What follows belongs to an exercise in optimizing a design on an open flow for small area and a short achievable clock period; a production flow would make more cautious choices.
The flow treats the clock pin as an ideal source. Dropping or thinning the clock tree relies on that and would not hold on a real chip.
Power and IR drop assume default switching activity.

the reference run:
==> flow/design.v <==
module PacketArbiter #
 ( parameter WIDTH = 8,
   parameter DEPTH = 8,
   parameter DLOG2 = 3,
   parameter KLOG2 = 3)
 ( input   clk,
   input   reset,
   input  [WIDTH-1:0]  A_tdata,
   input   A_tvalid,
   input   A_tlast,
   output reg A_tready,
   input  [WIDTH-1:0]  B_tdata,
   input   B_tvalid,
   input   B_tlast,
   output reg B_tready,
   output reg [WIDTH-1:0]  K_tdata,
   output reg K_tvalid,
   output reg K_tlast,
   input   K_tready);
  function [2:0] nxt3(input [2:0] v);
    nxt3 = {v[1], v[0], v[2] ^ (v[1] | ~v[0])};
  endfunction
  function [7:0] c2e(input [7:0] c);
    c2e = {c[5], c[6], c[3], c[7], c[4], c[2], c[1], c[0]};
  endfunction
  function [7:0] jdec(input [3:0] j);
    jdec = { j[3] & ~j[2], j[2] & ~j[1], j[1] & ~j[0], j[3] &  j[0],
             j[2] & ~j[3], j[1] & ~j[2], j[0] & ~j[1], ~j[3] & ~j[0]};
  endfunction
  reg [WIDTH-1:0] A_mem [0:DEPTH-1];
  reg [WIDTH-1:0] B_mem [0:DEPTH-1];
  reg [WIDTH-1:0] K_mem [0:DEPTH-1];
  reg [2:0] wa, wb, lenA, lenB, kw;
  reg [3:0] ra, rb;              
  reg [DEPTH-1:0] kr;            
  reg grant;
  reg [2:0] lsel;                
  reg [WIDTH-1:0] cdata;
  reg [DEPTH-1:0] kwe;
  wire endA = (lenA != 0) && (lenA == kw);
  wire endB = (lenB != 0) && (lenB == kw);
  wire endc = grant ? endB : endA;
  wire [DEPTH-1:0] ks = c2e(kr);           
  wire [DEPTH-1:0] ksn = {ks[DEPTH-1:1], 1'b0};
  wire klast = ksn[lsel];
  wire [2:0] lenA_n = (A_tvalid && A_tlast) ? wa : lenA;
  wire [2:0] lenB_n = (B_tvalid && B_tlast) ? wb : lenB;
  wire grant_n = grant ^ endc;
  always @(posedge clk, posedge reset) begin
    if (reset) begin
      wa <= 0; wb <= 0; lenA <= 0; lenB <= 0;
      A_tready <= 1'b0; B_tready <= 1'b0;
    end else begin
      if (A_tvalid) begin
        A_tready <= ~A_tlast;
        wa <= A_tlast ? 3'd0 : nxt3(wa);
        if (A_tlast) lenA <= wa;
      end
      if (B_tvalid) begin
        B_tready <= ~B_tlast;
        wb <= B_tlast ? 3'd0 : nxt3(wb);
        if (B_tlast) lenB <= wb;
      end
    end
  end
  always @(posedge clk, posedge reset) begin
    if (reset) begin
      ra <= 0; rb <= 0; kw <= 0; grant <= 1'b0; lsel <= 0;
    end else begin
      lsel <= grant_n ? lenA_n : lenB_n;
      if (grant) rb <= {rb[2:0], ~rb[3]};
      else       ra <= {ra[2:0], ~ra[3]};
      kw <= endc ? 3'd0 : nxt3(kw);
      grant <= grant_n;
    end
  end
  always @(posedge clk, posedge reset) begin
    if (reset) begin
      kr <= 1; K_tvalid <= 1'b0; K_tlast <= 1'b0;
    end else if (K_tready) begin
      K_tvalid <= 1'b1;
      K_tlast <= klast;
      kr <= klast ? {{(DEPTH-1){1'b0}}, 1'b1} : {kr[DEPTH-2:0], kr[DEPTH-1]};
    end
  end
  wire [DEPTH-1:0] sa = c2e(jdec(ra));
  wire [DEPTH-1:0] sb = c2e(jdec(rb));
  reg [WIDTH-1:0] crd, krd;
  integer i;
  always @* begin
    crd = {WIDTH{1'b0}};
    krd = {WIDTH{1'b0}};
    for (i = 0; i < DEPTH; i = i + 1) begin
      crd = crd | ({WIDTH{~grant & sa[i]}} & A_mem[i])
                | ({WIDTH{ grant & sb[i]}} & B_mem[i]);
      krd = krd | ({WIDTH{ks[i]}} & K_mem[i]);
    end
  end
  wire kbyp = |(kwe & ks);
  always @(posedge clk) begin
    if (A_tvalid && !reset) A_mem[wa] <= A_tdata;
    if (B_tvalid && !reset) B_mem[wb] <= B_tdata;
    cdata <= crd;
    for (i = 0; i < DEPTH; i = i + 1) begin
      kwe[i] <= !reset && kw == i;
      if (kwe[i]) K_mem[i] <= cdata;
    end
    if (K_tready) K_tdata <= kbyp ? cdata : krd;
  end
endmodule
==> flow/config.mk <==
export PLATFORM = sky130hd
export DESIGN_NAME = PacketArbiter
export DESIGN_NICKNAME = PacketArbiter
export VERILOG_FILES = /design/flow/design.v
export SDC_FILE = /design/flow/constraint.sdc
export NUM_CORES = 4
export LEC_CHECK = 0
export CAP_MARGIN = 20
export CORE_MARGIN = 2
export CORE_UTILIZATION = 60
export SETUP_SLACK_MARGIN = 2.3
export SLEW_MARGIN = 20
==> flow/constraint.sdc <==
create_clock -name core_clock -period 4.0 [get_ports {clk}]
set_input_delay 0.8000 -clock core_clock [delete_from_list [all_inputs] [get_ports {clk}]]
set_output_delay 0.8000 -clock core_clock [all_outputs]
set_load 0.01 [all_outputs]
standard.sh (not shown) runs the stock make flow with config.mk's settings and CLKGATE_MAP_FILE= SYNTH_SCRIPT=/design/flow/synth_recipe.tcl, a recipe that flattens the netlist after the stock synthesis.
==> flow/flow/run.sh <==
#!/bin/bash
# Standard ORFS layout, except that the clock tree is built by flow/cts_pre.tcl
# (hooked in through PRE_CTS_TCL) instead of TritonCTS. make's output goes to
# make.log here; ORFS's per-step logs stay under orfs/logs.
set -euo pipefail
here=$(pwd)
bash standard.sh "PRE_CTS_TCL=$here/flow/cts_pre.tcl" finish > make.log 2>&1
Other scripts of this flow, unchanged in this note and not shown: flow/flow/cts_pre.tcl, flow/flow/mycts.tcl
The reference run completed end to end with timing, DRC and antenna clean.
Edits applied to the flow inputs when going from the reference run to the trial run:
==> flow/flow/run.sh <==
#!/bin/bash
# Standard ORFS layout, except that:
# - the clock tree is built by flow/cts_pre.tcl (hooked in through PRE_CTS_TCL)
#   instead of TritonCTS;
# - the port buffers are buf_2 cells (BUFFER_PORTS_ARGS).
# make's output goes to make.log here; ORFS's per-step logs stay under orfs/logs.
set -euo pipefail
here=$(pwd)
bash standard.sh "PRE_CTS_TCL=$here/flow/cts_pre.tcl" \
  "BUFFER_PORTS_ARGS=-buffer_cell sky130_fd_sc_hd__buf_2" \
  finish > make.log 2>&1
The trial run against the reference run: largest driver fanout on the critical path saw an increase, sequential power saw an increase.
dfrtp_2 as the slowest library cell on the worst path was reported by the trial run, and dfrtp_1 by the reference run.
The share of the final layout cell area in multi-input gates on the reference run is in line with that on the trial run.
Delta (the trial run minus the reference run): met2 wire length now sits lower, synthesis-to-finish area growth now sits lower.
No functional check of the RTL was part of any run of this note. No run of this note takes its clock network from TritonCTS; it comes from the design's own scripts or RTL.

[afterwards: timing with drivers on the ports]
How much do the figures lean on ideal ports? The routed layouts below were timed once more, with nothing changed but the port constraints. Step 1 (the two cells are an assumption about what drives the block):
set clk [get_ports {clk}]
set_driving_cell -lib_cell sky130_fd_sc_hd__clkbuf_16 $clk
set_driving_cell -lib_cell sky130_fd_sc_hd__buf_2 [delete_from_list [all_inputs] $clk]
Step 2 adds t to the input delays and takes it off the output delays; t is the mean of the earliest and latest rising clock arrival at the registers after step 1. Input paths then give back, and output paths get back, about the clock's delay inside the block. Three values: ideal, step 1, step 2; two values: the first two.
| run | t (ns) | setup slack, ns | worst hold slack (ns) |
|---|---|---|---|
| the reference run | 0.389 | 2.279 / 2.214 / 1.980 | 0.475 / 0.475 / 0.475 |
| the trial run | 0.390 | 2.300 / 2.206 / 1.983 | 0.472 / 0.472 / 0.472 |
After both steps every run listed still meets setup and hold. The setup slack of the trial run, which loses most, moves by -0.094 ns with the drivers and by -0.317 ns with both steps.
